Source: an optimization exercise on an open RTL-to-GDS flow (aim: small area and a short achievable clock period). Production flows keep margins and buffers that such runs may drop.

## the previous run
==> flow/design.v <==
`timescale 1ns / 1ps
module lab4_2( 
              input wire      mode,
              input wire[2:0] opCode,
              input wire[3:0] value,
              input clk,
              input reset,
              output wire[9:0] result,
              output reg cacheFull,
              output reg invalidOp,
              output reg overflow);
	reg [223:0] cache;
	reg [5:0]   counter;
	reg [5:0]   PN;           
	reg [3:0]   begin_PC;
	reg [9:0]   p1;           
	reg [11:0]  B3;           
	reg [6:0]   IR;           
	reg         IR2;          
	reg [9:0]   p0;           
	reg [9:0]   resn;         
	assign result = ~resn;
	reg         last;         
	integer i, j;
	always @(posedge clk) begin
		for (i = 0; i < 32; i = i + 1)
			if (!counter[5] && counter[4:0] == i)
				cache[i*7 +: 7] <= {opCode, value};
	end
	wire [2:0] op = IR[6:4];
	wire [3:0] v  = IR[3:0];
	wire is1 = op[0] & ~op[2];
	wire is2 = IR2;
	wire [4:0] s1, s2, s3;
	genvar k;
	generate
		for (k = 0; k < 5; k = k + 1) begin : dig
			wire a1 = p0[2*k+1], a0 = p0[2*k];
			if (k == 0) begin : d0
				assign s1[k] = (is2 & ~a1 & a0) | is1;
			end else begin : dk
				assign s1[k] = is2 & ~a1 & a0;
			end
			assign s2[k] = is2 & a1 & ~a0;
			assign s3[k] = is2 & a1 & a0;
		end
	endgenerate
	reg [3:0] pop;
	always @* begin
		pop = 0;
		for (j = 0; j < 10; j = j + 1) pop = pop + p0[j];
	end
	wire [9:0] rev = {p0[0], p0[1], p0[2], p0[3], p0[4], p0[5], p0[6], p0[7], p0[8], p0[9]};
	wire [10:0] B2 = {p1, 1'b0};
	wire [9:0] r0 = ({10{s1[0]}} & p1)      | ({10{s2[0]}} & B2[9:0]) | ({10{s3[0]}} & B3[9:0]);
	wire [7:0] r1 = ({8{s1[1]}}  & p1[7:0]) | ({8{s2[1]}}  & B2[7:0]) | ({8{s3[1]}}  & B3[7:0]);
	wire [5:0] r2 = ({6{s1[2]}}  & p1[5:0]) | ({6{s2[2]}}  & B2[5:0]) | ({6{s3[2]}}  & B3[5:0]);
	wire [3:0] r3 = ({4{s1[3]}}  & p1[3:0]) | ({4{s2[3]}}  & B2[3:0]) | ({4{s3[3]}}  & B3[3:0]);
	wire [1:0] r4 = ({2{s1[4]}}  & p1[1:0]) | ({2{s2[4]}}  & B2[1:0]) | ({2{s3[4]}}  & B3[1:0]);
	wire       selp = ~(op[2] ^ op[1]);
	wire       selr = op[2] & ~op[1] & op[0];
	wire       selc = op[2] & ~op[1] & ~op[0];
	wire [9:0] q  = ({10{selp}} & p0) | ({10{selr}} & rev) | ({10{selc}} & {6'd0, pop});
	wire [3:0] va = v & {4{~op[2]}};
	wire t0;
	wire t1;
	wire t2;
	wire t3;
	wire t4;
	wire t5;
	wire t6;
	wire t7;
	wire t8;
	wire t9;
	wire t10;
	wire t11;
	wire t12;
	wire t13;
	wire t14;
	wire t15;
	wire t16;
	wire t17;
	wire t18;
	wire t19;
	wire t20;
	wire t21;
	wire t22;
	wire t23;
	wire t24;
	wire t25;
	wire t26;
	wire t27;
	wire t28;
	wire t29;
	wire t30;
	wire t31;
	wire t32;
	wire t33;
	wire t34;
	wire t35;
	wire t36;
	wire t37;
	wire t38;
	wire t39;
	wire t40;
	wire t41;
	wire t42;
	wire t43;
	wire t44;
	wire t45;
	wire t46;
	wire t47;
	assign t0 = q[6] ^ r0[6];
	assign t1 = q[6] & r0[6];
	assign t2 = q[7] ^ r0[7] ^ r1[5];
	assign t3 = (q[7] & r0[7]) | (q[7] & r1[5]) | (r0[7] & r1[5]);
	assign t4 = q[8] ^ r0[8] ^ r1[6];
	assign t5 = (q[8] & r0[8]) | (q[8] & r1[6]) | (r0[8] & r1[6]);
	assign t6 = r2[4] ^ r3[2];
	assign t7 = r2[4] & r3[2];
	assign t8 = q[9] ^ r0[9] ^ r1[7];
	assign t9 = (q[9] & r0[9]) | (q[9] & r1[7]) | (r0[9] & r1[7]);
	assign t10 = r2[5] ^ r3[3] ^ r4[1];
	assign t11 = (r2[5] & r3[3]) | (r2[5] & r4[1]) | (r3[3] & r4[1]);
	assign t12 = va[2] ^ q[2];
	assign t13 = va[2] & q[2];
	assign t14 = va[3] ^ q[3] ^ r0[3];
	assign t15 = (va[3] & q[3]) | (va[3] & r0[3]) | (q[3] & r0[3]);
	assign t16 = q[4] ^ r0[4] ^ r1[2];
	assign t17 = (q[4] & r0[4]) | (q[4] & r1[2]) | (r0[4] & r1[2]);
	assign t18 = q[5] ^ r0[5] ^ r1[3];
	assign t19 = (q[5] & r0[5]) | (q[5] & r1[3]) | (r0[5] & r1[3]);
	assign t20 = r1[4] ^ r2[2] ^ r3[0];
	assign t21 = (r1[4] & r2[2]) | (r1[4] & r3[0]) | (r2[2] & r3[0]);
	assign t22 = r2[3] ^ r3[1] ^ t2;
	assign t23 = (r2[3] & r3[1]) | (r2[3] & t2) | (r3[1] & t2);
	assign t24 = r4[0] ^ t4 ^ t6;
	assign t25 = (r4[0] & t4) | (r4[0] & t6) | (t4 & t6);
	assign t26 = t8 ^ t10 ^ t5;
	assign t27 = (t8 & t10) | (t8 & t5) | (t10 & t5);
	assign t28 = va[0] ^ q[0];
	assign t29 = va[0] & q[0];
	assign t30 = va[1] ^ q[1] ^ r0[1];
	assign t31 = (va[1] & q[1]) | (va[1] & r0[1]) | (q[1] & r0[1]);
	assign t32 = r0[2] ^ r1[0] ^ t12;
	assign t33 = (r0[2] & r1[0]) | (r0[2] & t12) | (r1[0] & t12);
	assign t34 = r1[1] ^ t14 ^ t13;
	assign t35 = (r1[1] & t14) | (r1[1] & t13) | (t14 & t13);
	assign t36 = r2[0] ^ t16 ^ t15;
	assign t37 = (r2[0] & t16) | (r2[0] & t15) | (t16 & t15);
	assign t38 = r2[1] ^ t18 ^ t17;
	assign t39 = (r2[1] & t18) | (r2[1] & t17) | (t18 & t17);
	assign t40 = t0 ^ t20 ^ t19;
	assign t41 = (t0 & t20) | (t0 & t19) | (t20 & t19);
	assign t42 = t1 ^ t22 ^ t21;
	assign t43 = (t1 & t22) | (t1 & t21) | (t22 & t21);
	assign t44 = t3 ^ t24 ^ t23;
	assign t45 = (t3 & t24) | (t3 & t23) | (t24 & t23);
	assign t46 = t7 ^ t26 ^ t25;
	assign t47 = (t7 & t26) | (t7 & t25) | (t26 & t25);
	wire [9:0]  ra = {t46, t44, t42, t40, t38, t36, t34, t32, t30, r0[0]};
	wire [9:0]  rb = {t45, t43, t41, t39, t37, t35, t33, t31, t29, t28};
	wire [10:0] S  = ra + rb;
	wire big = (s1[1] & (|p1[9:8])) | (s2[1] & (|p1[9:7])) | (s3[1] & (|B3[11:8])) |
	           (s1[2] & (|p1[9:6])) | (s2[2] & (|p1[9:5])) | (s3[2] & (|B3[11:6])) |
	           (s1[3] & (|p1[9:4])) | (s2[3] & (|p1[9:3])) | (s3[3] & (|B3[11:4])) |
	           (s1[4] & (|p1[9:2])) | (s2[4] & (|p1[9:1])) | (s3[4] & (|B3[11:2])) |
	           (s2[0] & p1[9]) | (s3[0] & (|B3[11:10]));
	wire ovf_ar = S[10] | t9 | t11 | t27 | t47 | big;
	wire [9:0] n   = S[9:0];
	wire       ovf = ovf_ar;
	wire       is6    = op[2] & op[1];
	wire [3:0] nbegin = is6 ? v : begin_PC;
	wire [4:0] npc    = last ? {1'b0, nbegin} : PN[4:0];
	wire [5:0] npn    = npc + 1'b1;
	wire       nvalid = ~last | ({2'b0, nbegin} < counter);
	wire [6:0] nent   = cache[npc*7 +: 7];
	wire [5:0] cnt1   = counter + 1'b1;
	always @(posedge clk or posedge reset) begin
		if (reset) begin
			p0        <= 0;
			resn      <= 10'h3ff;
			cacheFull <= 0;
			invalidOp <= 0;
			overflow  <= 0;
			counter   <= 0;
			PN        <= 6'd1;
			begin_PC  <= 0;
			p1        <= 0;
			B3        <= 0;
			IR        <= 0;
			IR2       <= 1'b0;
			last      <= 1'b1;
		end else if (mode) begin
			p0       <= n;
			resn     <= ~n;
			overflow <= ovf;
			p1       <= p0;
			B3       <= {2'b0, p0} + {1'b0, p0, 1'b0};
			begin_PC <= nbegin;
			PN       <= npn;
			IR       <= nvalid ? nent : 7'd0;
			IR2      <= nvalid & ~nent[6] & nent[5];
			last     <= npn >= counter;
		end else begin
			if (!counter[5] && PN == cnt1) begin
				IR  <= (opCode[1:0] == 2'b11) ? 7'd0 : {opCode, value};
				IR2 <= opCode == 3'd2;
			end
			if (opCode[1:0] == 2'b11) begin
				invalidOp <= 1'b1;
			end else begin
				invalidOp <= 1'b0;
				if (counter[5]) cacheFull <= 1'b1;
				else begin
					counter <= cnt1;
					last    <= PN > counter;
				end
			end
		end
	end
endmodule
clock: 12.5 ns
lec_check: 0
cap_margin: 20
core_margin: 2
core_utilization: 40
cts_cluster_diameter: 100
cts_cluster_size: 24
slew_margin: 20
standard.sh (not shown) runs the stock make flow with config.mk's settings and CLKGATE_MAP_FILE= SYNTH_SCRIPT=/design/flow/synth_recipe.tcl, a recipe that flattens the netlist after the stock synthesis.
==> flow/flow/run.sh <==
#!/bin/bash
# Standard layout with two changes to how it is made:
#  - timing repair is asked for more setup margin than the clock period
#    needs, so it keeps shortening the worst paths;
#  - the port buffers are buf_4 cells (every port still gets its buffer).
set -euo pipefail
bash standard.sh SETUP_SLACK_MARGIN=9 \
  "BUFFER_PORTS_ARGS=-buffer_cell sky130_fd_sc_hd__buf_4" finish > standard.log 2>&1
diff inputs: the previous run => the current run
--- a/flow/design.v
+++ b/flow/design.v
@@ -59,9 +59,9 @@
 	wire [1:0] r4 = ({2{s1[4]}}  & p1[1:0]) | ({2{s2[4]}}  & B2[1:0]) | ({2{s3[4]}}  & B3[1:0]);
 	wire       selp = ~(op[2] ^ op[1]);
 	wire       selr = op[2] & ~op[1] & op[0];
 	wire       selc = op[2] & ~op[1] & ~op[0];
-	wire [9:0] q  = ({10{selp}} & p0) | ({10{selr}} & rev) | ({10{selc}} & {6'd0, pop});
+	wire [9:0] q  = ({10{selp}} & p0) | ({10{selr}} & rev);
 	wire [3:0] va = v & {4{~op[2]}};
 	wire t0;
 	wire t1;
 	wire t2;
@@ -166,9 +166,9 @@
 	           (s1[3] & (|p1[9:4])) | (s2[3] & (|p1[9:3])) | (s3[3] & (|B3[11:4])) |
 	           (s1[4] & (|p1[9:2])) | (s2[4] & (|p1[9:1])) | (s3[4] & (|B3[11:2])) |
 	           (s2[0] & p1[9]) | (s3[0] & (|B3[11:10]));
 	wire ovf_ar = S[10] | t9 | t11 | t27 | t47 | big;
-	wire [9:0] n   = S[9:0];
+	wire [9:0] n   = S[9:0] | {6'd0, pop & {4{selc}}};
 	wire       ovf = ovf_ar;
 	wire       is6    = op[2] & op[1];
 	wire [3:0] nbegin = is6 ? v : begin_PC;
 	wire [4:0] npc    = last ? {1'b0, nbegin} : PN[4:0];
### Flow results
Across the previous run and the current run, the outcome is the same: a clean finish for every run.
Taking the previous run as the reference point, the floorplan die width of the current run falls by 0.80%.
Summary of the current run over the previous run: initial antenna violation count roughly the same; clock period minus worst slack moved down; wire length on met3 lower.
Compare the previous run and the current run | initial core utilization higher: the previous run
The count of clock buffers in the final design number comes out higher for the previous run vs the current run.
Function was not checked in any run of this note: the RTL went through the layout flow alone.

==> re-timing with driven ports <==
How much do the figures lean on ideal ports? The routed layouts below were timed once more, with nothing changed but the port constraints. Step 1 sets driving cells, clkbuf_16 on the clock port and buf_2 on the other inputs (assumed; they add their load-dependent delay and slew). Step 2 moves the port delays by t, midway between the first and last clock arrival at a register: inputs arrive t later, outputs are due t later. That takes back most of the time a late clock gives input paths. Three values: ideal, step 1, step 2; two values: the first two.
run | t, ns | setup WS [ns] | worst setup path after step 2
the previous run | 0.565 | 6.987 / 6.987 / 6.987 | register to register
the current run | 0.560 | 8.669 / 8.669 / 8.563 | input to register
After both steps every run listed still meets setup and hold. For the current run, which loses most, drivers alone change the setup slack by 0.000 ns; drivers and shift together by -0.106 ns.
